Source: an optimization exercise on an open RTL-to-GDS flow (aim: small area and a short achievable clock period). Production flows keep margins and buffers that such runs may drop. No functional check of the RTL was part of this run. Power is estimated from default activity; no workload was simulated.

**flow/design.v**
```verilog
module FP16_mcl(
    input [15:0] data1,
    input [15:0] data2,
    input rst,
    input input_valid,
    input clk,
    output reg [15:0] datanew,
    output reg output_update
    );
    wire G1;
    wire G10;
    wire G11;
    wire G12;
    wire G13;
    wire G14;
    wire G15;
    wire G16;
    wire G17;
    wire G18;
    wire G19;
    wire G2;
    wire G20;
    wire G21;
    wire G22;
    wire G23;
    wire G24;
    wire G25;
    wire G26;
    wire G27;
    wire G28;
    wire G29;
    wire G3;
    wire G30;
    wire G31;
    wire G32;
    wire G33;
    wire G34;
    wire G35;
    wire G36;
    wire G37;
    wire G38;
    wire G39;
    wire G4;
    wire G40;
    wire G41;
    wire G42;
    wire G43;
    wire G44;
    wire G45;
    wire G5;
    wire G6;
    wire G7;
    wire G8;
    wire G9;
    wire P1;
    wire P10;
    wire P11;
    wire P12;
    wire P13;
    wire P14;
    wire P15;
    wire P16;
    wire P17;
    wire P18;
    wire P19;
    wire P2;
    wire P20;
    wire P21;
    wire P22;
    wire P23;
    wire P24;
    wire P25;
    wire P26;
    wire P27;
    wire P28;
    wire P29;
    wire P3;
    wire P30;
    wire P31;
    wire P32;
    wire P33;
    wire P4;
    wire P5;
    wire P6;
    wire P7;
    wire P8;
    wire P9;
    wire bm5_0;
    wire bm5_1;
    wire bm5_10;
    wire bm5_11;
    wire bm5_2;
    wire bm5_3;
    wire bm5_4;
    wire bm5_5;
    wire bm5_6;
    wire bm5_7;
    wire bm5_8;
    wire bm5_9;
    wire bp0_0;
    wire bp0_1;
    wire bp0_10;
    wire bp0_11;
    wire bp0_2;
    wire bp0_3;
    wire bp0_4;
    wire bp0_5;
    wire bp0_6;
    wire bp0_7;
    wire bp0_8;
    wire bp0_9;
    wire bp1_0;
    wire bp1_1;
    wire bp1_10;
    wire bp1_11;
    wire bp1_2;
    wire bp1_3;
    wire bp1_4;
    wire bp1_5;
    wire bp1_6;
    wire bp1_7;
    wire bp1_8;
    wire bp1_9;
    wire bp2_0;
    wire bp2_1;
    wire bp2_10;
    wire bp2_11;
    wire bp2_2;
    wire bp2_3;
    wire bp2_4;
    wire bp2_5;
    wire bp2_6;
    wire bp2_7;
    wire bp2_8;
    wire bp2_9;
    wire bp3_0;
    wire bp3_1;
    wire bp3_10;
    wire bp3_11;
    wire bp3_2;
    wire bp3_3;
    wire bp3_4;
    wire bp3_5;
    wire bp3_6;
    wire bp3_7;
    wire bp3_8;
    wire bp3_9;
    wire bp4_0;
    wire bp4_1;
    wire bp4_10;
    wire bp4_11;
    wire bp4_2;
    wire bp4_3;
    wire bp4_4;
    wire bp4_5;
    wire bp4_6;
    wire bp4_7;
    wire bp4_8;
    wire bp4_9;
    wire fc_1_10_2;
    wire fc_1_10_3;
    wire fc_1_11_4;
    wire fc_1_11_5;
    wire fc_1_12_6;
    wire fc_1_12_7;
    wire fc_1_13_8;
    wire fc_1_13_9;
    wire fc_1_14_10;
    wire fc_1_14_11;
    wire fc_1_15_12;
    wire fc_1_16_13;
    wire fc_1_8_0;
    wire fc_1_9_1;
    wire fc_2_10_18;
    wire fc_2_11_19;
    wire fc_2_12_20;
    wire fc_2_13_21;
    wire fc_2_14_22;
    wire fc_2_15_23;
    wire fc_2_16_24;
    wire fc_2_17_25;
    wire fc_2_18_26;
    wire fc_2_6_14;
    wire fc_2_7_15;
    wire fc_2_8_16;
    wire fc_2_9_17;
    wire fc_3_10_33;
    wire fc_3_11_34;
    wire fc_3_12_35;
    wire fc_3_13_36;
    wire fc_3_14_37;
    wire fc_3_15_38;
    wire fc_3_16_39;
    wire fc_3_17_40;
    wire fc_3_18_41;
    wire fc_3_19_42;
    wire fc_3_20_43;
    wire fc_3_4_27;
    wire fc_3_5_28;
    wire fc_3_6_29;
    wire fc_3_7_30;
    wire fc_3_8_31;
    wire fc_3_9_32;
    wire fs_1_10_2;
    wire fs_1_10_3;
    wire fs_1_11_4;
    wire fs_1_11_5;
    wire fs_1_12_6;
    wire fs_1_12_7;
    wire fs_1_13_8;
    wire fs_1_13_9;
    wire fs_1_14_10;
    wire fs_1_14_11;
    wire fs_1_15_12;
    wire fs_1_16_13;
    wire fs_1_8_0;
    wire fs_1_9_1;
    wire fs_2_10_18;
    wire fs_2_11_19;
    wire fs_2_12_20;
    wire fs_2_13_21;
    wire fs_2_14_22;
    wire fs_2_15_23;
    wire fs_2_16_24;
    wire fs_2_17_25;
    wire fs_2_18_26;
    wire fs_2_6_14;
    wire fs_2_7_15;
    wire fs_2_8_16;
    wire fs_2_9_17;
    wire fs_3_10_33;
    wire fs_3_11_34;
    wire fs_3_12_35;
    wire fs_3_13_36;
    wire fs_3_14_37;
    wire fs_3_15_38;
    wire fs_3_16_39;
    wire fs_3_17_40;
    wire fs_3_18_41;
    wire fs_3_19_42;
    wire fs_3_20_43;
    wire fs_3_4_27;
    wire fs_3_5_28;
    wire fs_3_6_29;
    wire fs_3_7_30;
    wire fs_3_8_31;
    wire fs_3_9_32;
    wire g0;
    wire g10;
    wire g11;
    wire g12;
    wire g13;
    wire g14;
    wire g15;
    wire g16;
    wire g17;
    wire g18;
    wire g19;
    wire g2;
    wire g20;
    wire g21;
    wire g3;
    wire g4;
    wire g5;
    wire g6;
    wire g7;
    wire g8;
    wire g9;
    wire hc_1_6_0;
    wire hc_1_7_1;
    wire hc_1_8_2;
    wire hc_1_9_3;
    wire hc_2_4_4;
    wire hc_2_5_5;
    wire hc_3_2_6;
    wire hc_3_3_7;
    wire hs_1_6_0;
    wire hs_1_7_1;
    wire hs_1_8_2;
    wire hs_1_9_3;
    wire hs_2_4_4;
    wire hs_2_5_5;
    wire hs_3_2_6;
    wire hs_3_3_7;
    wire n_bm5_11_c21;
    wire n_bm5_2_c12;
    wire n_bm5_2_c13;
    wire n_bm5_5_c15;
    wire n_bm5_7_c17;
    wire n_bm5_9_c19;
    wire neg0;
    wire neg1;
    wire neg2;
    wire neg3;
    wire neg4;
    wire nneg0;
    wire nneg1;
    wire nneg2;
    wire nneg3;
    wire nneg4;
    wire one0;
    wire one1;
    wire one2;
    wire one3;
    wire one4;
    wire p0;
    wire p10;
    wire p11;
    wire p12;
    wire p13;
    wire p14;
    wire p15;
    wire p16;
    wire p17;
    wire p18;
    wire p19;
    wire p2;
    wire p20;
    wire p21;
    wire p3;
    wire p4;
    wire p5;
    wire p6;
    wire p7;
    wire p8;
    wire p9;
    wire ps10;
    wire ps11;
    wire ps12;
    wire ps13;
    wire ps14;
    wire ps15;
    wire ps16;
    wire ps17;
    wire ps18;
    wire ps19;
    wire ps20;
    wire ps21;
    wire ps9;
    wire sg0;
    wire two0;
    wire two1;
    wire two2;
    wire two3;
    wire two4;
    wire z9_0;
    reg one0_r1;
    reg data1_0_r1;
    reg neg0_r1;
    reg data1_1_r1;
    reg two0_r1;
    reg data1_2_r1;
    reg data1_3_r1;
    reg data1_4_r1;
    reg data1_5_r1;
    reg data1_6_r1;
    reg data1_7_r1;
    reg data1_8_r1;
    reg data1_9_r1;
    reg one1_r1;
    reg neg1_r1;
    reg two1_r1;
    reg one2_r1;
    reg neg2_r1;
    reg two2_r1;
    reg one3_r1;
    reg neg3_r1;
    reg two3_r1;
    reg one4_r1;
    reg neg4_r1;
    reg two4_r1;
    reg data2_9_r1;
    reg bp0_0_r2;
    reg neg0_r2;
    reg hs_3_2_6_r2;
    reg neg1_r2;
    reg hs_3_3_7_r2;
    reg hc_3_2_6_r2;
    reg fs_3_4_27_r2;
    reg hc_3_3_7_r2;
    reg fs_3_5_28_r2;
    reg fc_3_4_27_r2;
    reg fs_3_6_29_r2;
    reg fc_3_5_28_r2;
    reg fs_3_7_30_r2;
    reg fc_3_6_29_r2;
    reg fs_3_8_31_r2;
    reg fc_3_7_30_r2;
    reg fs_3_9_32_r2;
    reg fc_3_8_31_r2;
    reg fs_3_10_33_r2;
    reg fc_3_9_32_r2;
    reg fs_3_11_34_r2;
    reg fc_3_10_33_r2;
    reg fs_3_12_35_r2;
    reg fc_3_11_34_r2;
    reg fs_3_13_36_r2;
    reg fc_3_12_35_r2;
    reg fs_3_14_37_r2;
    reg fc_3_13_36_r2;
    reg fs_3_15_38_r2;
    reg fc_3_14_37_r2;
    reg fs_3_16_39_r2;
    reg fc_3_15_38_r2;
    reg fs_3_17_40_r2;
    reg fc_3_16_39_r2;
    reg fs_3_18_41_r2;
    reg fc_3_17_40_r2;
    reg fs_3_19_42_r2;
    reg fc_3_18_41_r2;
    reg fs_3_20_43_r2;
    reg fc_3_19_42_r2;
    reg n_bm5_11_c21_r2;
    reg fc_3_20_43_r2;
    reg bp0_1_r2;
    reg z9_0_r1;
    reg z9_0_r2;
    reg es0_5_r1;
    reg es0_5_r2;
    reg es0_4_r1;
    reg es0_4_r2;
    reg es0_3_r1;
    reg es0_3_r2;
    reg es0_2_r1;
    reg es0_2_r2;
    reg es0_1_r1;
    reg es0_1_r2;
    reg es0_0_r1;
    reg es0_0_r2;
    reg sg0_r1;
    reg sg0_r2;
    wire inf0 = (&data1[14:10]) | (&data2[14:10]);
    wire zero0 = ~(|data1[14:0]) | ~(|data2[14:0]);
    wire [5:0] esum0 = data1[14:10] + data2[14:10];
    wire [5:0] es0 = inf0 ? 6'd63 : zero0 ? 6'd0 : esum0;
    assign sg0 = data1[15] ^ data2[15];
    wire [10:0] t1, t2;
    assign t1[0] = 1'b1;
    assign t1[1] = ~(|data1[0:0]);
    assign t1[2] = ~(|data1[1:0]);
    assign t1[3] = ~(|data1[2:0]);
    assign t1[4] = ~(|data1[3:0]);
    assign t1[5] = ~(|data1[4:0]);
    assign t1[6] = ~(|data1[5:0]);
    assign t1[7] = ~(|data1[6:0]);
    assign t1[8] = ~(|data1[7:0]);
    assign t1[9] = ~(|data1[8:0]);
    assign t1[10] = ~(|data1[9:0]);
    assign t2[0] = 1'b1;
    assign t2[1] = ~(|data2[0:0]);
    assign t2[2] = ~(|data2[1:0]);
    assign t2[3] = ~(|data2[2:0]);
    assign t2[4] = ~(|data2[3:0]);
    assign t2[5] = ~(|data2[4:0]);
    assign t2[6] = ~(|data2[5:0]);
    assign t2[7] = ~(|data2[6:0]);
    assign t2[8] = ~(|data2[7:0]);
    assign t2[9] = ~(|data2[8:0]);
    assign t2[10] = ~(|data2[9:0]);
    assign z9_0 = (t1[0] & t2[9]) | (t1[1] & t2[8]) | (t1[2] & t2[7]) | (t1[3] & t2[6]) | (t1[4] & t2[5]) | (t1[5] & t2[4]) | (t1[6] & t2[3]) | (t1[7] & t2[2]) | (t1[8] & t2[1]) | (t1[9] & t2[0]);
    assign neg0 = data2[1] & ~(data2[0] & 1'b0);
    assign one0 = data2[0] ^ 1'b0;
    assign two0 = (data2[1] & ~data2[0] & ~1'b0) | (~data2[1] & data2[0] & 1'b0);
    assign bp0_0 = ((one0_r1 & data1_0_r1)) ^ neg0_r1;
    assign bp0_1 = ((one0_r1 & data1_1_r1) | (two0_r1 & data1_0_r1)) ^ neg0_r1;
    assign bp0_2 = ((one0_r1 & data1_2_r1) | (two0_r1 & data1_1_r1)) ^ neg0_r1;
    assign bp0_3 = ((one0_r1 & data1_3_r1) | (two0_r1 & data1_2_r1)) ^ neg0_r1;
    assign bp0_4 = ((one0_r1 & data1_4_r1) | (two0_r1 & data1_3_r1)) ^ neg0_r1;
    assign bp0_5 = ((one0_r1 & data1_5_r1) | (two0_r1 & data1_4_r1)) ^ neg0_r1;
    assign bp0_6 = ((one0_r1 & data1_6_r1) | (two0_r1 & data1_5_r1)) ^ neg0_r1;
    assign bp0_7 = ((one0_r1 & data1_7_r1) | (two0_r1 & data1_6_r1)) ^ neg0_r1;
    assign bp0_8 = ((one0_r1 & data1_8_r1) | (two0_r1 & data1_7_r1)) ^ neg0_r1;
    assign bp0_9 = ((one0_r1 & data1_9_r1) | (two0_r1 & data1_8_r1)) ^ neg0_r1;
    assign bp0_10 = ((one0_r1 & 1'b1) | (two0_r1 & data1_9_r1)) ^ neg0_r1;
    assign bp0_11 = ((two0_r1 & 1'b1)) ^ neg0_r1;
    assign nneg0 = ~neg0_r1;
    assign neg1 = data2[3] & ~(data2[2] & data2[1]);
    assign one1 = data2[2] ^ data2[1];
    assign two1 = (data2[3] & ~data2[2] & ~data2[1]) | (~data2[3] & data2[2] & data2[1]);
    assign bp1_0 = ((one1_r1 & data1_0_r1)) ^ neg1_r1;
    assign bp1_1 = ((one1_r1 & data1_1_r1) | (two1_r1 & data1_0_r1)) ^ neg1_r1;
    assign bp1_2 = ((one1_r1 & data1_2_r1) | (two1_r1 & data1_1_r1)) ^ neg1_r1;
    assign bp1_3 = ((one1_r1 & data1_3_r1) | (two1_r1 & data1_2_r1)) ^ neg1_r1;
    assign bp1_4 = ((one1_r1 & data1_4_r1) | (two1_r1 & data1_3_r1)) ^ neg1_r1;
    assign bp1_5 = ((one1_r1 & data1_5_r1) | (two1_r1 & data1_4_r1)) ^ neg1_r1;
    assign bp1_6 = ((one1_r1 & data1_6_r1) | (two1_r1 & data1_5_r1)) ^ neg1_r1;
    assign bp1_7 = ((one1_r1 & data1_7_r1) | (two1_r1 & data1_6_r1)) ^ neg1_r1;
    assign bp1_8 = ((one1_r1 & data1_8_r1) | (two1_r1 & data1_7_r1)) ^ neg1_r1;
    assign bp1_9 = ((one1_r1 & data1_9_r1) | (two1_r1 & data1_8_r1)) ^ neg1_r1;
    assign bp1_10 = ((one1_r1 & 1'b1) | (two1_r1 & data1_9_r1)) ^ neg1_r1;
    assign bp1_11 = ((two1_r1 & 1'b1)) ^ neg1_r1;
    assign nneg1 = ~neg1_r1;
    assign neg2 = data2[5] & ~(data2[4] & data2[3]);
    assign one2 = data2[4] ^ data2[3];
    assign two2 = (data2[5] & ~data2[4] & ~data2[3]) | (~data2[5] & data2[4] & data2[3]);
    assign bp2_0 = ((one2_r1 & data1_0_r1)) ^ neg2_r1;
    assign bp2_1 = ((one2_r1 & data1_1_r1) | (two2_r1 & data1_0_r1)) ^ neg2_r1;
    assign bp2_2 = ((one2_r1 & data1_2_r1) | (two2_r1 & data1_1_r1)) ^ neg2_r1;
    assign bp2_3 = ((one2_r1 & data1_3_r1) | (two2_r1 & data1_2_r1)) ^ neg2_r1;
    assign bp2_4 = ((one2_r1 & data1_4_r1) | (two2_r1 & data1_3_r1)) ^ neg2_r1;
    assign bp2_5 = ((one2_r1 & data1_5_r1) | (two2_r1 & data1_4_r1)) ^ neg2_r1;
    assign bp2_6 = ((one2_r1 & data1_6_r1) | (two2_r1 & data1_5_r1)) ^ neg2_r1;
    assign bp2_7 = ((one2_r1 & data1_7_r1) | (two2_r1 & data1_6_r1)) ^ neg2_r1;
    assign bp2_8 = ((one2_r1 & data1_8_r1) | (two2_r1 & data1_7_r1)) ^ neg2_r1;
    assign bp2_9 = ((one2_r1 & data1_9_r1) | (two2_r1 & data1_8_r1)) ^ neg2_r1;
    assign bp2_10 = ((one2_r1 & 1'b1) | (two2_r1 & data1_9_r1)) ^ neg2_r1;
    assign bp2_11 = ((two2_r1 & 1'b1)) ^ neg2_r1;
    assign nneg2 = ~neg2_r1;
    assign neg3 = data2[7] & ~(data2[6] & data2[5]);
    assign one3 = data2[6] ^ data2[5];
    assign two3 = (data2[7] & ~data2[6] & ~data2[5]) | (~data2[7] & data2[6] & data2[5]);
    assign bp3_0 = ((one3_r1 & data1_0_r1)) ^ neg3_r1;
    assign bp3_1 = ((one3_r1 & data1_1_r1) | (two3_r1 & data1_0_r1)) ^ neg3_r1;
    assign bp3_2 = ((one3_r1 & data1_2_r1) | (two3_r1 & data1_1_r1)) ^ neg3_r1;
    assign bp3_3 = ((one3_r1 & data1_3_r1) | (two3_r1 & data1_2_r1)) ^ neg3_r1;
    assign bp3_4 = ((one3_r1 & data1_4_r1) | (two3_r1 & data1_3_r1)) ^ neg3_r1;
    assign bp3_5 = ((one3_r1 & data1_5_r1) | (two3_r1 & data1_4_r1)) ^ neg3_r1;
    assign bp3_6 = ((one3_r1 & data1_6_r1) | (two3_r1 & data1_5_r1)) ^ neg3_r1;
    assign bp3_7 = ((one3_r1 & data1_7_r1) | (two3_r1 & data1_6_r1)) ^ neg3_r1;
    assign bp3_8 = ((one3_r1 & data1_8_r1) | (two3_r1 & data1_7_r1)) ^ neg3_r1;
    assign bp3_9 = ((one3_r1 & data1_9_r1) | (two3_r1 & data1_8_r1)) ^ neg3_r1;
    assign bp3_10 = ((one3_r1 & 1'b1) | (two3_r1 & data1_9_r1)) ^ neg3_r1;
    assign bp3_11 = ((two3_r1 & 1'b1)) ^ neg3_r1;
    assign nneg3 = ~neg3_r1;
    assign neg4 = data2[9] & ~(data2[8] & data2[7]);
    assign one4 = data2[8] ^ data2[7];
    assign two4 = (data2[9] & ~data2[8] & ~data2[7]) | (~data2[9] & data2[8] & data2[7]);
    assign bp4_0 = ((one4_r1 & data1_0_r1)) ^ neg4_r1;
    assign bp4_1 = ((one4_r1 & data1_1_r1) | (two4_r1 & data1_0_r1)) ^ neg4_r1;
    assign bp4_2 = ((one4_r1 & data1_2_r1) | (two4_r1 & data1_1_r1)) ^ neg4_r1;
    assign bp4_3 = ((one4_r1 & data1_3_r1) | (two4_r1 & data1_2_r1)) ^ neg4_r1;
    assign bp4_4 = ((one4_r1 & data1_4_r1) | (two4_r1 & data1_3_r1)) ^ neg4_r1;
    assign bp4_5 = ((one4_r1 & data1_5_r1) | (two4_r1 & data1_4_r1)) ^ neg4_r1;
    assign bp4_6 = ((one4_r1 & data1_6_r1) | (two4_r1 & data1_5_r1)) ^ neg4_r1;
    assign bp4_7 = ((one4_r1 & data1_7_r1) | (two4_r1 & data1_6_r1)) ^ neg4_r1;
    assign bp4_8 = ((one4_r1 & data1_8_r1) | (two4_r1 & data1_7_r1)) ^ neg4_r1;
    assign bp4_9 = ((one4_r1 & data1_9_r1) | (two4_r1 & data1_8_r1)) ^ neg4_r1;
    assign bp4_10 = ((one4_r1 & 1'b1) | (two4_r1 & data1_9_r1)) ^ neg4_r1;
    assign bp4_11 = ((two4_r1 & 1'b1)) ^ neg4_r1;
    assign nneg4 = ~neg4_r1;
    assign bm5_0 = data2_9_r1 ? 1'b0 : data1_0_r1;
    assign bm5_1 = data2_9_r1 ? data1_0_r1 : data1_1_r1;
    assign bm5_2 = data2_9_r1 ? data1_1_r1 : data1_2_r1;
    assign bm5_3 = data2_9_r1 ? data1_2_r1 : data1_3_r1;
    assign bm5_4 = data2_9_r1 ? data1_3_r1 : data1_4_r1;
    assign bm5_5 = data2_9_r1 ? data1_4_r1 : data1_5_r1;
    assign bm5_6 = data2_9_r1 ? data1_5_r1 : data1_6_r1;
    assign bm5_7 = data2_9_r1 ? data1_6_r1 : data1_7_r1;
    assign bm5_8 = data2_9_r1 ? data1_7_r1 : data1_8_r1;
    assign bm5_9 = data2_9_r1 ? data1_8_r1 : data1_9_r1;
    assign bm5_10 = data2_9_r1 ? data1_9_r1 : 1'b1;
    assign bm5_11 = data2_9_r1;
    assign n_bm5_2_c12 = ~bm5_2;
    assign n_bm5_2_c13 = ~bm5_2;
    assign n_bm5_5_c15 = ~bm5_5;
    assign n_bm5_7_c17 = ~bm5_7;
    assign n_bm5_9_c19 = ~bm5_9;
    assign n_bm5_11_c21 = ~bm5_11;
    assign hs_1_6_0 = bp0_6 ^ bp1_4;
    assign hc_1_6_0 = bp0_6 & bp1_4;
    assign hs_1_7_1 = bp0_7 ^ bp1_5;
    assign hc_1_7_1 = bp0_7 & bp1_5;
    assign fs_1_8_0 = bp0_8 ^ bp1_6 ^ bp2_4;
    assign fc_1_8_0 = (bp0_8 & bp1_6) | (bp0_8 & bp2_4) | (bp1_6 & bp2_4);
    assign hs_1_8_2 = bp3_2 ^ bp4_0;
    assign hc_1_8_2 = bp3_2 & bp4_0;
    assign fs_1_9_1 = bp0_9 ^ bp1_7 ^ bp2_5;
    assign fc_1_9_1 = (bp0_9 & bp1_7) | (bp0_9 & bp2_5) | (bp1_7 & bp2_5);
    assign hs_1_9_3 = bp3_3 ^ bp4_1;
    assign hc_1_9_3 = bp3_3 & bp4_1;
    assign fs_1_10_2 = bp0_10 ^ bp1_8 ^ bp2_6;
    assign fc_1_10_2 = (bp0_10 & bp1_8) | (bp0_10 & bp2_6) | (bp1_8 & bp2_6);
    assign fs_1_10_3 = bp3_4 ^ bp4_2 ^ bm5_0;
    assign fc_1_10_3 = (bp3_4 & bp4_2) | (bp3_4 & bm5_0) | (bp4_2 & bm5_0);
    assign fs_1_11_4 = bp0_11 ^ bp1_9 ^ bp2_7;
    assign fc_1_11_4 = (bp0_11 & bp1_9) | (bp0_11 & bp2_7) | (bp1_9 & bp2_7);
    assign fs_1_11_5 = bp3_5 ^ bp4_3 ^ bm5_1;
    assign fc_1_11_5 = (bp3_5 & bp4_3) | (bp3_5 & bm5_1) | (bp4_3 & bm5_1);
    assign fs_1_12_6 = nneg0 ^ bp1_10 ^ bp2_8;
    assign fc_1_12_6 = (nneg0 & bp1_10) | (nneg0 & bp2_8) | (bp1_10 & bp2_8);
    assign fs_1_12_7 = bp3_6 ^ bp4_4 ^ n_bm5_2_c12;
    assign fc_1_12_7 = (bp3_6 & bp4_4) | (bp3_6 & n_bm5_2_c12) | (bp4_4 & n_bm5_2_c12);
    assign fs_1_13_8 = bp1_11 ^ bp2_9 ^ bp3_7;
    assign fc_1_13_8 = (bp1_11 & bp2_9) | (bp1_11 & bp3_7) | (bp2_9 & bp3_7);
    assign fs_1_13_9 = bp4_5 ^ bm5_3 ^ n_bm5_2_c13;
    assign fc_1_13_9 = (bp4_5 & bm5_3) | (bp4_5 & n_bm5_2_c13) | (bm5_3 & n_bm5_2_c13);
    assign fs_1_14_10 = nneg1 ^ bp2_10 ^ bp3_8;
    assign fc_1_14_10 = (nneg1 & bp2_10) | (nneg1 & bp3_8) | (bp2_10 & bp3_8);
    assign fs_1_14_11 = bp4_6 ^ bm5_4 ^ bm5_2;
    assign fc_1_14_11 = (bp4_6 & bm5_4) | (bp4_6 & bm5_2) | (bm5_4 & bm5_2);
    assign fs_1_15_12 = bp2_11 ^ bp3_9 ^ bp4_7;
    assign fc_1_15_12 = (bp2_11 & bp3_9) | (bp2_11 & bp4_7) | (bp3_9 & bp4_7);
    assign fs_1_16_13 = nneg2 ^ bp3_10 ^ bp4_8;
    assign fc_1_16_13 = (nneg2 & bp3_10) | (nneg2 & bp4_8) | (bp3_10 & bp4_8);
    assign hs_2_4_4 = bp0_4 ^ bp1_2;
    assign hc_2_4_4 = bp0_4 & bp1_2;
    assign hs_2_5_5 = bp0_5 ^ bp1_3;
    assign hc_2_5_5 = bp0_5 & bp1_3;
    assign fs_2_6_14 = hs_1_6_0 ^ bp2_2 ^ bp3_0;
    assign fc_2_6_14 = (hs_1_6_0 & bp2_2) | (hs_1_6_0 & bp3_0) | (bp2_2 & bp3_0);
    assign fs_2_7_15 = hs_1_7_1 ^ bp2_3 ^ bp3_1;
    assign fc_2_7_15 = (hs_1_7_1 & bp2_3) | (hs_1_7_1 & bp3_1) | (bp2_3 & bp3_1);
    assign fs_2_8_16 = fs_1_8_0 ^ hs_1_8_2 ^ neg4_r1;
    assign fc_2_8_16 = (fs_1_8_0 & hs_1_8_2) | (fs_1_8_0 & neg4_r1) | (hs_1_8_2 & neg4_r1);
    assign fs_2_9_17 = fs_1_9_1 ^ hs_1_9_3 ^ fc_1_8_0;
    assign fc_2_9_17 = (fs_1_9_1 & hs_1_9_3) | (fs_1_9_1 & fc_1_8_0) | (hs_1_9_3 & fc_1_8_0);
    assign fs_2_10_18 = fs_1_10_2 ^ fs_1_10_3 ^ fc_1_9_1;
    assign fc_2_10_18 = (fs_1_10_2 & fs_1_10_3) | (fs_1_10_2 & fc_1_9_1) | (fs_1_10_3 & fc_1_9_1);
    assign fs_2_11_19 = fs_1_11_4 ^ fs_1_11_5 ^ fc_1_10_2;
    assign fc_2_11_19 = (fs_1_11_4 & fs_1_11_5) | (fs_1_11_4 & fc_1_10_2) | (fs_1_11_5 & fc_1_10_2);
    assign fs_2_12_20 = fs_1_12_6 ^ fs_1_12_7 ^ fc_1_11_4;
    assign fc_2_12_20 = (fs_1_12_6 & fs_1_12_7) | (fs_1_12_6 & fc_1_11_4) | (fs_1_12_7 & fc_1_11_4);
    assign fs_2_13_21 = fs_1_13_8 ^ fs_1_13_9 ^ fc_1_12_6;
    assign fc_2_13_21 = (fs_1_13_8 & fs_1_13_9) | (fs_1_13_8 & fc_1_12_6) | (fs_1_13_9 & fc_1_12_6);
    assign fs_2_14_22 = fs_1_14_10 ^ fs_1_14_11 ^ fc_1_13_8;
    assign fc_2_14_22 = (fs_1_14_10 & fs_1_14_11) | (fs_1_14_10 & fc_1_13_8) | (fs_1_14_11 & fc_1_13_8);
    assign fs_2_15_23 = fs_1_15_12 ^ n_bm5_5_c15 ^ fc_1_14_10;
    assign fc_2_15_23 = (fs_1_15_12 & n_bm5_5_c15) | (fs_1_15_12 & fc_1_14_10) | (n_bm5_5_c15 & fc_1_14_10);
    assign fs_2_16_24 = fs_1_16_13 ^ bm5_6 ^ bm5_5;
    assign fc_2_16_24 = (fs_1_16_13 & bm5_6) | (fs_1_16_13 & bm5_5) | (bm5_6 & bm5_5);
    assign fs_2_17_25 = bp3_11 ^ bp4_9 ^ n_bm5_7_c17;
    assign fc_2_17_25 = (bp3_11 & bp4_9) | (bp3_11 & n_bm5_7_c17) | (bp4_9 & n_bm5_7_c17);
    assign fs_2_18_26 = nneg3 ^ bp4_10 ^ bm5_8;
    assign fc_2_18_26 = (nneg3 & bp4_10) | (nneg3 & bm5_8) | (bp4_10 & bm5_8);
    assign hs_3_2_6 = bp0_2 ^ bp1_0;
    assign hc_3_2_6 = bp0_2 & bp1_0;
    assign hs_3_3_7 = bp0_3 ^ bp1_1;
    assign hc_3_3_7 = bp0_3 & bp1_1;
    assign fs_3_4_27 = hs_2_4_4 ^ bp2_0 ^ neg2_r1;
    assign fc_3_4_27 = (hs_2_4_4 & bp2_0) | (hs_2_4_4 & neg2_r1) | (bp2_0 & neg2_r1);
    assign fs_3_5_28 = hs_2_5_5 ^ bp2_1 ^ hc_2_4_4;
    assign fc_3_5_28 = (hs_2_5_5 & bp2_1) | (hs_2_5_5 & hc_2_4_4) | (bp2_1 & hc_2_4_4);
    assign fs_3_6_29 = fs_2_6_14 ^ neg3_r1 ^ hc_2_5_5;
    assign fc_3_6_29 = (fs_2_6_14 & neg3_r1) | (fs_2_6_14 & hc_2_5_5) | (neg3_r1 & hc_2_5_5);
    assign fs_3_7_30 = fs_2_7_15 ^ hc_1_6_0 ^ fc_2_6_14;
    assign fc_3_7_30 = (fs_2_7_15 & hc_1_6_0) | (fs_2_7_15 & fc_2_6_14) | (hc_1_6_0 & fc_2_6_14);
    assign fs_3_8_31 = fs_2_8_16 ^ hc_1_7_1 ^ fc_2_7_15;
    assign fc_3_8_31 = (fs_2_8_16 & hc_1_7_1) | (fs_2_8_16 & fc_2_7_15) | (hc_1_7_1 & fc_2_7_15);
    assign fs_3_9_32 = fs_2_9_17 ^ hc_1_8_2 ^ fc_2_8_16;
    assign fc_3_9_32 = (fs_2_9_17 & hc_1_8_2) | (fs_2_9_17 & fc_2_8_16) | (hc_1_8_2 & fc_2_8_16);
    assign fs_3_10_33 = fs_2_10_18 ^ hc_1_9_3 ^ fc_2_9_17;
    assign fc_3_10_33 = (fs_2_10_18 & hc_1_9_3) | (fs_2_10_18 & fc_2_9_17) | (hc_1_9_3 & fc_2_9_17);
    assign fs_3_11_34 = fs_2_11_19 ^ fc_1_10_3 ^ fc_2_10_18;
    assign fc_3_11_34 = (fs_2_11_19 & fc_1_10_3) | (fs_2_11_19 & fc_2_10_18) | (fc_1_10_3 & fc_2_10_18);
    assign fs_3_12_35 = fs_2_12_20 ^ fc_1_11_5 ^ fc_2_11_19;
    assign fc_3_12_35 = (fs_2_12_20 & fc_1_11_5) | (fs_2_12_20 & fc_2_11_19) | (fc_1_11_5 & fc_2_11_19);
    assign fs_3_13_36 = fs_2_13_21 ^ fc_1_12_7 ^ fc_2_12_20;
    assign fc_3_13_36 = (fs_2_13_21 & fc_1_12_7) | (fs_2_13_21 & fc_2_12_20) | (fc_1_12_7 & fc_2_12_20);
    assign fs_3_14_37 = fs_2_14_22 ^ fc_1_13_9 ^ fc_2_13_21;
    assign fc_3_14_37 = (fs_2_14_22 & fc_1_13_9) | (fs_2_14_22 & fc_2_13_21) | (fc_1_13_9 & fc_2_13_21);
    assign fs_3_15_38 = fs_2_15_23 ^ fc_1_14_11 ^ fc_2_14_22;
    assign fc_3_15_38 = (fs_2_15_23 & fc_1_14_11) | (fs_2_15_23 & fc_2_14_22) | (fc_1_14_11 & fc_2_14_22);
    assign fs_3_16_39 = fs_2_16_24 ^ fc_1_15_12 ^ fc_2_15_23;
    assign fc_3_16_39 = (fs_2_16_24 & fc_1_15_12) | (fs_2_16_24 & fc_2_15_23) | (fc_1_15_12 & fc_2_15_23);
    assign fs_3_17_40 = fs_2_17_25 ^ fc_1_16_13 ^ fc_2_16_24;
    assign fc_3_17_40 = (fs_2_17_25 & fc_1_16_13) | (fs_2_17_25 & fc_2_16_24) | (fc_1_16_13 & fc_2_16_24);
    assign fs_3_18_41 = fs_2_18_26 ^ bm5_7 ^ fc_2_17_25;
    assign fc_3_18_41 = (fs_2_18_26 & bm5_7) | (fs_2_18_26 & fc_2_17_25) | (bm5_7 & fc_2_17_25);
    assign fs_3_19_42 = bp4_11 ^ n_bm5_9_c19 ^ fc_2_18_26;
    assign fc_3_19_42 = (bp4_11 & n_bm5_9_c19) | (bp4_11 & fc_2_18_26) | (n_bm5_9_c19 & fc_2_18_26);
    assign fs_3_20_43 = nneg4 ^ bm5_10 ^ bm5_9;
    assign fc_3_20_43 = (nneg4 & bm5_10) | (nneg4 & bm5_9) | (bm5_10 & bm5_9);
    assign g0 = bp0_0_r2 & neg0_r2;
    assign p0 = bp0_0_r2 ^ neg0_r2;
    assign g2 = hs_3_2_6_r2 & neg1_r2;
    assign p2 = hs_3_2_6_r2 ^ neg1_r2;
    assign g3 = hs_3_3_7_r2 & hc_3_2_6_r2;
    assign p3 = hs_3_3_7_r2 ^ hc_3_2_6_r2;
    assign g4 = fs_3_4_27_r2 & hc_3_3_7_r2;
    assign p4 = fs_3_4_27_r2 ^ hc_3_3_7_r2;
    assign g5 = fs_3_5_28_r2 & fc_3_4_27_r2;
    assign p5 = fs_3_5_28_r2 ^ fc_3_4_27_r2;
    assign g6 = fs_3_6_29_r2 & fc_3_5_28_r2;
    assign p6 = fs_3_6_29_r2 ^ fc_3_5_28_r2;
    assign g7 = fs_3_7_30_r2 & fc_3_6_29_r2;
    assign p7 = fs_3_7_30_r2 ^ fc_3_6_29_r2;
    assign g8 = fs_3_8_31_r2 & fc_3_7_30_r2;
    assign p8 = fs_3_8_31_r2 ^ fc_3_7_30_r2;
    assign g9 = fs_3_9_32_r2 & fc_3_8_31_r2;
    assign p9 = fs_3_9_32_r2 ^ fc_3_8_31_r2;
    assign g10 = fs_3_10_33_r2 & fc_3_9_32_r2;
    assign p10 = fs_3_10_33_r2 ^ fc_3_9_32_r2;
    assign g11 = fs_3_11_34_r2 & fc_3_10_33_r2;
    assign p11 = fs_3_11_34_r2 ^ fc_3_10_33_r2;
    assign g12 = fs_3_12_35_r2 & fc_3_11_34_r2;
    assign p12 = fs_3_12_35_r2 ^ fc_3_11_34_r2;
    assign g13 = fs_3_13_36_r2 & fc_3_12_35_r2;
    assign p13 = fs_3_13_36_r2 ^ fc_3_12_35_r2;
    assign g14 = fs_3_14_37_r2 & fc_3_13_36_r2;
    assign p14 = fs_3_14_37_r2 ^ fc_3_13_36_r2;
    assign g15 = fs_3_15_38_r2 & fc_3_14_37_r2;
    assign p15 = fs_3_15_38_r2 ^ fc_3_14_37_r2;
    assign g16 = fs_3_16_39_r2 & fc_3_15_38_r2;
    assign p16 = fs_3_16_39_r2 ^ fc_3_15_38_r2;
    assign g17 = fs_3_17_40_r2 & fc_3_16_39_r2;
    assign p17 = fs_3_17_40_r2 ^ fc_3_16_39_r2;
    assign g18 = fs_3_18_41_r2 & fc_3_17_40_r2;
    assign p18 = fs_3_18_41_r2 ^ fc_3_17_40_r2;
    assign g19 = fs_3_19_42_r2 & fc_3_18_41_r2;
    assign p19 = fs_3_19_42_r2 ^ fc_3_18_41_r2;
    assign g20 = fs_3_20_43_r2 & fc_3_19_42_r2;
    assign p20 = fs_3_20_43_r2 ^ fc_3_19_42_r2;
    assign g21 = n_bm5_11_c21_r2 & fc_3_20_43_r2;
    assign p21 = n_bm5_11_c21_r2 ^ fc_3_20_43_r2;
    assign G1 = bp0_1_r2 & g0;
    assign P1 = bp0_1_r2 & p0;
    assign G2 = g3 | (p3 & g2);
    assign P2 = p3 & p2;
    assign G3 = g5 | (p5 & g4);
    assign P3 = p5 & p4;
    assign G4 = g7 | (p7 & g6);
    assign P4 = p7 & p6;
    assign G5 = g2 | (p2 & G1);
    assign P5 = p2 & P1;
    assign G6 = G2 | (P2 & G1);
    assign P6 = P2 & P1;
    assign G7 = g6 | (p6 & G3);
    assign P7 = p6 & P3;
    assign G8 = G4 | (P4 & G3);
    assign P8 = P4 & P3;
    assign G9 = g4 | (p4 & G6);
    assign P9 = p4 & P6;
    assign G10 = G3 | (P3 & G6);
    assign P10 = P3 & P6;
    assign G11 = G7 | (P7 & G6);
    assign P11 = P7 & P6;
    assign G12 = G8 | (P8 & G6);
    assign P12 = P8 & P6;
    assign G13 = g8 | (p8 & G12);
    assign P13 = p8 & P12;
    assign G14 = g10 | (p10 & g9);
    assign P14 = p10 & p9;
    assign G15 = g12 | (p12 & g11);
    assign P15 = p12 & p11;
    assign G16 = g14 | (p14 & g13);
    assign P16 = p14 & p13;
    assign G17 = g16 | (p16 & g15);
    assign P17 = p16 & p15;
    assign G18 = g18 | (p18 & g17);
    assign P18 = p18 & p17;
    assign G19 = g20 | (p20 & g19);
    assign P19 = p20 & p19;
    assign G20 = g11 | (p11 & G14);
    assign P20 = p11 & P14;
    assign G21 = G15 | (P15 & G14);
    assign P21 = P15 & P14;
    assign G22 = g15 | (p15 & G16);
    assign P22 = p15 & P16;
    assign G23 = G17 | (P17 & G16);
    assign P23 = P17 & P16;
    assign G24 = g19 | (p19 & G18);
    assign P24 = p19 & P18;
    assign G25 = G19 | (P19 & G18);
    assign P25 = P19 & P18;
    assign G26 = g13 | (p13 & G21);
    assign P26 = p13 & P21;
    assign G27 = G16 | (P16 & G21);
    assign P27 = P16 & P21;
    assign G28 = G22 | (P22 & G21);
    assign P28 = P22 & P21;
    assign G29 = G23 | (P23 & G21);
    assign P29 = P23 & P21;
    assign G30 = g17 | (p17 & G29);
    assign P30 = p17 & P29;
    assign G31 = G18 | (P18 & G29);
    assign P31 = P18 & P29;
    assign G32 = G24 | (P24 & G29);
    assign P32 = P24 & P29;
    assign G33 = G25 | (P25 & G29);
    assign P33 = P25 & P29;
    assign G34 = g9 | (p9 & G13);
    assign G35 = G14 | (P14 & G13);
    assign G36 = G20 | (P20 & G13);
    assign G37 = G21 | (P21 & G13);
    assign G38 = G26 | (P26 & G13);
    assign G39 = G27 | (P27 & G13);
    assign G40 = G28 | (P28 & G13);
    assign G41 = G29 | (P29 & G13);
    assign G42 = G30 | (P30 & G13);
    assign G43 = G31 | (P31 & G13);
    assign G44 = G32 | (P32 & G13);
    assign G45 = G33 | (P33 & G13);
    assign ps9 = p9 ^ G13;
    assign ps10 = p10 ^ G34;
    assign ps11 = p11 ^ G35;
    assign ps12 = p12 ^ G36;
    assign ps13 = p13 ^ G37;
    assign ps14 = p14 ^ G38;
    assign ps15 = p15 ^ G39;
    assign ps16 = p16 ^ G40;
    assign ps17 = p17 ^ G41;
    assign ps18 = p18 ^ G42;
    assign ps19 = p19 ^ G43;
    assign ps20 = p20 ^ G44;
    assign ps21 = p21 ^ G45;
    wire [10:0] pH = {ps21, ps20, ps19, ps18, ps17, ps16, ps15, ps14, ps13, ps12, ps11};
    wire [10:0] pL = {ps20, ps19, ps18, ps17, ps16, ps15, ps14, ps13, ps12, ps11, ps10};
    wire h = ps21;
    wire z9 = z9_0_r2;
    wire upH = ps10 & (ps11 | ps9 | ~z9);
    wire upL = ps9 & (ps10 | ~z9);
    wire [11:0] incL;
    wire [10:0] incH;
    assign incL[0] = ~pL[0];
    assign incH[0] = ~pH[0];
    assign incL[1] = pL[1] ^ (&pL[0:0]);
    assign incH[1] = pH[1] ^ (&pH[0:0]);
    assign incL[2] = pL[2] ^ (&pL[1:0]);
    assign incH[2] = pH[2] ^ (&pH[1:0]);
    assign incL[3] = pL[3] ^ (&pL[2:0]);
    assign incH[3] = pH[3] ^ (&pH[2:0]);
    assign incL[4] = pL[4] ^ (&pL[3:0]);
    assign incH[4] = pH[4] ^ (&pH[3:0]);
    assign incL[5] = pL[5] ^ (&pL[4:0]);
    assign incH[5] = pH[5] ^ (&pH[4:0]);
    assign incL[6] = pL[6] ^ (&pL[5:0]);
    assign incH[6] = pH[6] ^ (&pH[5:0]);
    assign incL[7] = pL[7] ^ (&pL[6:0]);
    assign incH[7] = pH[7] ^ (&pH[6:0]);
    assign incL[8] = pL[8] ^ (&pL[7:0]);
    assign incH[8] = pH[8] ^ (&pH[7:0]);
    assign incL[9] = pL[9] ^ (&pL[8:0]);
    assign incH[9] = pH[9] ^ (&pH[8:0]);
    assign incL[10] = pL[10] ^ (&pL[9:0]);
    assign incH[10] = pH[10] ^ (&pH[9:0]);
    assign incL[11] = &pL[10:0];
    wire ovf = ~h & upL & incL[11];
    wire [9:0] frac = h ? (upH ? incH[9:0] : pH[9:0]) : (upL ? incL[9:0] : pL[9:0]);
    wire k = h | ovf;
    wire [5:0] esr = {es0_5_r2, es0_4_r2, es0_3_r2, es0_2_r2, es0_1_r2, es0_0_r2};
    wire sat = k ? (esr >= 6'd45) : (esr >= 6'd46);
    wire flz = k ? (esr <= 6'd14) : (esr <= 6'd15);
    wire [4:0] eo = esr[4:0] + (k ? 5'd18 : 5'd17);
    wire sg = sg0_r2;
    wire [15:0] res = sat ? {sg, 15'h7fff} : flz ? 16'h0000 : {sg, eo, frac};
    reg [1:0] vld;
    always @(posedge clk or posedge rst)
        if (rst) begin
            vld <= 2'd0;
            output_update <= 1'b0;
        end else begin
            vld <= {vld[0:0], input_valid};
            output_update <= vld[1];
        end
    always @(posedge clk) begin
        one0_r1 <= one0;
        data1_0_r1 <= data1[0];
        neg0_r1 <= neg0;
        data1_1_r1 <= data1[1];
        two0_r1 <= two0;
        data1_2_r1 <= data1[2];
        data1_3_r1 <= data1[3];
        data1_4_r1 <= data1[4];
        data1_5_r1 <= data1[5];
        data1_6_r1 <= data1[6];
        data1_7_r1 <= data1[7];
        data1_8_r1 <= data1[8];
        data1_9_r1 <= data1[9];
        one1_r1 <= one1;
        neg1_r1 <= neg1;
        two1_r1 <= two1;
        one2_r1 <= one2;
        neg2_r1 <= neg2;
        two2_r1 <= two2;
        one3_r1 <= one3;
        neg3_r1 <= neg3;
        two3_r1 <= two3;
        one4_r1 <= one4;
        neg4_r1 <= neg4;
        two4_r1 <= two4;
        data2_9_r1 <= data2[9];
        bp0_0_r2 <= bp0_0;
        neg0_r2 <= neg0_r1;
        hs_3_2_6_r2 <= hs_3_2_6;
        neg1_r2 <= neg1_r1;
        hs_3_3_7_r2 <= hs_3_3_7;
        hc_3_2_6_r2 <= hc_3_2_6;
        fs_3_4_27_r2 <= fs_3_4_27;
        hc_3_3_7_r2 <= hc_3_3_7;
        fs_3_5_28_r2 <= fs_3_5_28;
        fc_3_4_27_r2 <= fc_3_4_27;
        fs_3_6_29_r2 <= fs_3_6_29;
        fc_3_5_28_r2 <= fc_3_5_28;
        fs_3_7_30_r2 <= fs_3_7_30;
        fc_3_6_29_r2 <= fc_3_6_29;
        fs_3_8_31_r2 <= fs_3_8_31;
        fc_3_7_30_r2 <= fc_3_7_30;
        fs_3_9_32_r2 <= fs_3_9_32;
        fc_3_8_31_r2 <= fc_3_8_31;
        fs_3_10_33_r2 <= fs_3_10_33;
        fc_3_9_32_r2 <= fc_3_9_32;
        fs_3_11_34_r2 <= fs_3_11_34;
        fc_3_10_33_r2 <= fc_3_10_33;
        fs_3_12_35_r2 <= fs_3_12_35;
        fc_3_11_34_r2 <= fc_3_11_34;
        fs_3_13_36_r2 <= fs_3_13_36;
        fc_3_12_35_r2 <= fc_3_12_35;
        fs_3_14_37_r2 <= fs_3_14_37;
        fc_3_13_36_r2 <= fc_3_13_36;
        fs_3_15_38_r2 <= fs_3_15_38;
        fc_3_14_37_r2 <= fc_3_14_37;
        fs_3_16_39_r2 <= fs_3_16_39;
        fc_3_15_38_r2 <= fc_3_15_38;
        fs_3_17_40_r2 <= fs_3_17_40;
        fc_3_16_39_r2 <= fc_3_16_39;
        fs_3_18_41_r2 <= fs_3_18_41;
        fc_3_17_40_r2 <= fc_3_17_40;
        fs_3_19_42_r2 <= fs_3_19_42;
        fc_3_18_41_r2 <= fc_3_18_41;
        fs_3_20_43_r2 <= fs_3_20_43;
        fc_3_19_42_r2 <= fc_3_19_42;
        n_bm5_11_c21_r2 <= n_bm5_11_c21;
        fc_3_20_43_r2 <= fc_3_20_43;
        bp0_1_r2 <= bp0_1;
        z9_0_r1 <= z9_0;
        z9_0_r2 <= z9_0_r1;
        es0_5_r1 <= es0[5];
        es0_5_r2 <= es0_5_r1;
        es0_4_r1 <= es0[4];
        es0_4_r2 <= es0_4_r1;
        es0_3_r1 <= es0[3];
        es0_3_r2 <= es0_3_r1;
        es0_2_r1 <= es0[2];
        es0_2_r2 <= es0_2_r1;
        es0_1_r1 <= es0[1];
        es0_1_r2 <= es0_1_r1;
        es0_0_r1 <= es0[0];
        es0_0_r2 <= es0_0_r1;
        sg0_r1 <= sg0;
        sg0_r2 <= sg0_r1;
        datanew <= res;
    end
endmodule
```
**flow/run.sh**
```bash
#!/bin/bash
# synth_recipe.tcl (not shown) runs the flow's synth.tcl, then flattens the netlist and writes it again
# the make line also repeats each setting of config.mk as NAME=value (left out here)
make -C /OpenROAD-flow-scripts/flow DESIGN_CONFIG=/design/flow/config.mk WORK_HOME=/design/flow/orfs CLKGATE_MAP_FILE= SYNTH_SCRIPT=/design/flow/synth_recipe.tcl finish
```
**flow/config.mk**
```make
export PLATFORM = sky130hd
export DESIGN_NAME = FP16_mcl
export DESIGN_NICKNAME = FP16_mcl
export VERILOG_FILES = /design/flow/design.v
export SDC_FILE = /design/flow/constraint.sdc
export NUM_CORES = 4
export LEC_CHECK = 0
export ABC_CLOCK_PERIOD_IN_PS = 3000
export CAP_MARGIN = 20
export CORE_MARGIN = 2
export CORE_UTILIZATION = 60
export CTS_BUF_LIST = sky130_fd_sc_hd__clkbuf_4 sky130_fd_sc_hd__clkbuf_8
export SETUP_SLACK_MARGIN = 2.5
export SLEW_MARGIN = 20
```
**flow/constraint.sdc**
```tcl
create_clock -name core_clock -period 5.5 [get_ports {clk}]
set_input_delay 1.1000 -clock core_clock [delete_from_list [all_inputs] [get_ports {clk}]]
set_output_delay 1.1000 -clock core_clock [all_outputs]
set_load 0.01 [all_outputs]
```
==> run notes <==
[kinds of logic after synthesis]
| kind of cell | after synthesis | share of synthesized area (%) |
|---|---|---|
| adder cells (fa/ha/maj) | 92 | 22.3 |
| AND/OR/NAND/NOR | 133 | 11.2 |
| flip-flops | 104 | 31.3 |
| XOR/XNOR | 85 | 11.1 |
| buffers and inverters | 88 | 5.38 |
| multiplexers | 21 | 3.29 |
| AO/OA/AOI/OAI | 152 | 15.4 |
[synthesized netlist by cell type (all sizes together), types with 3 or more instances]
master  instances  area share (%)
dfrtp           3             1.1
or3             4            0.37
o21ai          32             2.6
dfxtp         101              30
a22oi          46             5.2
and3            8            0.90
fa             46              14
nor3b           3            0.34
nand3b          4            0.45
a31oi           4            0.37
a21oi          37             2.8
nand4           4            0.60
ha             46             8.6
mux2            8             1.3
buf            10            0.93
nor2           22             1.2
nand2b          9            0.84
a211oi          7            0.86
nand2          35             2.0
a21o            6            0.67
xor2           38             5.0
nand3           5            0.37
nor3            6            0.52
mux2i          13             1.9
nor4            7            0.65
and2            4            0.37
inv            54             3.0
clkbuf         23             1.3
nor2b           8            0.75
xnor2          47             6.1
[metal layers]
| metal | share of wire (%) | wire length, um |
|---|---|---|
| met1 | 44 | 6690 |
| met5 | 0 | 0 |
| met4 | 2.3 | 355 |
| met3 | 4.5 | 684 |
| met2 | 49 | 7400 |
[cell type report]
cell class | instances | area [um2] | area share (%)
clock buffer | 9 | 124 | 1.51
inverter | 55 | 211 | 2.57
timing repair buffer | 90 | 898 | 10.9
tap | 140 | 175 | 2.13
sequential | 104 | 2110 | 25.6
multi-input combinational | 483 | 4640 | 56.5
clock inverter | 7 | 62.6 | 0.761
[timing repair]
item | 4_1_cts | 5_1_grt
cloned | 0 | 2
buffers inserted | 27 | 8
setup endpoints to repair | 22 | 26
pin swaps | 25 | 20
resized for setup | 28 | 38
hold buffers | 0 | 0
[cells in the final DEF, fill, tap and decap left out, types with 5 or more instances in the layout]
| master | Yosys | final |
|---|---|---|
| xnor2_1 | 47 | 46 |
| nand2b_1 | 9 | 8 |
| inv_1 | 53 | 49 |
| nand3_1 | 5 | 5 |
| mux2i_1 | 13 | 10 |
| buf_4 | 0 | 28 |
| nor2_1 | 22 | 21 |
| a22oi_1 | 46 | 46 |
| a21oi_1 | 36 | 29 |
| fa_1 | 46 | 44 |
| dfxtp_1 | 101 | 94 |
| mux2_2 | 8 | 8 |
| ha_4 | 0 | 8 |
| o21ai_0 | 30 | 22 |
| a21o_1 | 6 | 6 |
| xor2_1 | 38 | 35 |
| nand2_1 | 35 | 31 |
| clkdlybuf4s50_1 | 0 | 51 |
| and3_1 | 6 | 5 |
| a21oi_2 | 1 | 5 |
| inv_2 | 1 | 5 |
| nor2b_1 | 8 | 7 |
| buf_6 | 3 | 6 |
| dfxtp_2 | 0 | 7 |
| clkbuf_8 | 0 | 9 |
| nor4_1 | 7 | 6 |
| ha_1 | 46 | 37 |
[through the flow]
step	cells	setup slack, ns	utilization (%)
finish	888	1.66	75.5
global route	888	1.51	75.5
CTS	878	1.60	72.7
detailed placement	835	1.26	67.5
floorplan	675	1.70	-
global placement	835	1.38	67.5
[power by group through the flow]
stage                     registers, uW  logic, uW  clock network, uW
final                              1130       4300                453
after global routing               1150       4680                496
after CTS                          1110       3870                464
after detailed placement           1120       3230                  0
after global placement             1120       3130                  0
after floorplan                    1100       2500                  0
[path summary, 6_finish.rpt]
check	from	endpoint	slack [ns]
setup / recovery	fc_3_6_29_r2	datanew[14]	1.66
hold / removal	es0_5_r1	es0_5_r2	0.34
setup reg to reg	fc_3_6_29_r2	datanew[14]	1.66
hold reg to reg	es0_5_r1	es0_5_r2	0.34
max in group asynchronous	rst	output_update	4.50
min in group asynchronous	rst	vld[0]	0.88
==> impl_metrics.csv <==
group,metric,value,unit
cells_and_area,diodes,0,
global_route,grt_pass1_wl,24000,um
logic_synthesis,synth.distinct_cells,67,
floorplan,io_pins,52,
floorplan,die_w,110,um
outcome,outcome,"complete, no violations",
global_route,grt_util_met1,32.3,%
routing,drtPass1Iterations,5,
cells_and_area,nNetsFinal,870,
flow_run,cap_violations,0,
routing,ant_nets,0,
critical_path,critical_path.cell_chain,"ha_4, a21oi_4, o21ai_4, a221o_2, inv_2, fa_2, a21oi_2, buf_4, nor2b_4, and4b_1, nand4_4, o21ai_4, inv_2, buf_6, fa_2, nor2_4, xor2_1, o21ai_1",
critical_path,startpoint_type,"flip-flop",
timing,setup_tns,0,ns
critical_path,max_stage_delay,0.49,ns
logic_synthesis,synthArstFlopShare,2.88,%
global_route,antenna_found_initial,0,
worst_hold_path,holdPathStages,0,
critical_path,cp_max_fo,7,
routing,vias_per_cell,5.83,
timing,fin_crit_sh,69.8,%
timing,tightest_slew,0.767,ns
global_route,grt_pass1_vias,5147,
global_route,grt_use_met3,5.04,%
pwr,ir_worst_vdd,867,uV
routing,wl_per_cell,17.0,um
floorplan,num_rows,38,
timing,slew_headroom,48.8,%
routing,finalWirelength,15100,um
global_route,grt_overflow,0,
logic_synthesis,synth_area,0.00670,mm2
logic_synthesis,syn_area_per_cell,9.93,um2
logic_synthesis,synth_seq_cells,104,
clocking,cts_max_level,3,
routing,remaining_drc_errors,0,
global_route,track_usage,25.7,%
logic_synthesis,syn-num-nets,802,
worst_hold_path,hold_class,"reg -> reg",
timing,setup_viol,0,
cells_and_area,largest_reg_flops,16,
critical_path,cp_data_required_time,5.80,ns
cells_and_area,stdcell_area,0.00822,mm2
placed_design,hpwl,10800,um
global_route,met2_usage,44.1,%
pwr,switchingPower,2630,uW
cells_and_area,top_register,"datanew",
placed_design,place_congestion,0.850,
logic_synthesis,yosysWarnings,1,
critical_path,worstPathArrival,4.14,ns
pwr,p_per_area,715,mW/mm2
timing,rsz0062_at_grt,"true",
cells_and_area,areaGrowthSynthToFinish,22.7,%
floorplan,die_h,110,um
logic_synthesis,synth_edf_count,0,
floorplan,die_area,0.0120,mm2
critical_path,r2r_cells,18,
routing,via_count,5173,
pwr,report.power.total,5880,uW
cells_and_area,fillers,761,
placed_design,io_buffers,51,
logic_synthesis,yosysSeqAreaShare,31.3,%
routing,drt_iter0_drc,306,
critical_path,critPathBufInv,4,
placed_design,dpl-instance-area,0.00734,mm2
clocking,cts.sinks,104,
global_route,top_usage_layer,"met2",
cells_and_area,drive_above_1_share,18.4,%
timing,drv_slew,0,
clocking,clockBufferDepth,2,
timing,hold_violations,0,
critical_path,cp-end-kind,"flip-flop",
critical_path,critPathTopFamily,"adder cells",
pwr,p_clk_share,7.7,%
pwr,switching_share,44.8,%
timing,skew,0.0215,ns
clocking,path_clk_slew,0.12,ns
critical_path,cpMaxStageDelayCell,"fa_2",
timing,holdWs,0.337,ns
critical_path,cp.depth,18,
clocking,cts_tree,"built",
critical_path,path_class,"reg -> reg",
pwr,combPwrFrac,73.1,%
logic_synthesis,postSynthCellCount,675,
clocking,clock_latency,0.40,ns
pwr,leakage,0.00345,uW
clocking,cts-root-buf,"clkbuf_8",
clocking,numCtsBuffers,9,
global_route,grt_max_degree,23,
timing,max_freq,261,MHz
cells_and_area,largest_registers,"datanew (16), vld (2)",
timing,min_period,3.84,ns
logic_synthesis,ys.flop_type,"dfxtp_1",
floorplan,initial_core_util,61.5,%
pwr,pwr-share-seq,19.2,%
pwr,internal-power,3240,uW
floorplan,coreArea,0.0109,mm2

==> afterwards: timing with drivers on the ports <==
The flow's constraints put no driver on any port. The routed layout listed below was extracted and timed again, unchanged, in two steps.
Step 1 (the two cells are an assumption about what drives the block):
set clk [get_ports {clk}]
set_driving_cell -lib_cell sky130_fd_sc_hd__clkbuf_16 $clk
set_driving_cell -lib_cell sky130_fd_sc_hd__buf_2 [delete_from_list [all_inputs] $clk]
Step 2 times the ports against the registers' clock, not the clock port: input delays grow and output delays shrink by t, the midpoint of the rising clock arrivals with the driver on.
Slacks: no drivers / after step 1 / after step 2; pairs: no drivers / after step 1.
t (ns): 0.417
slack for setup (ns): 1.662 / 1.662 / 1.662
worst setup path at the end: register to register
After both steps this run still meets setup and hold. For this run, drivers alone change the setup slack by 0.000 ns; drivers and shift together by 0.000 ns.
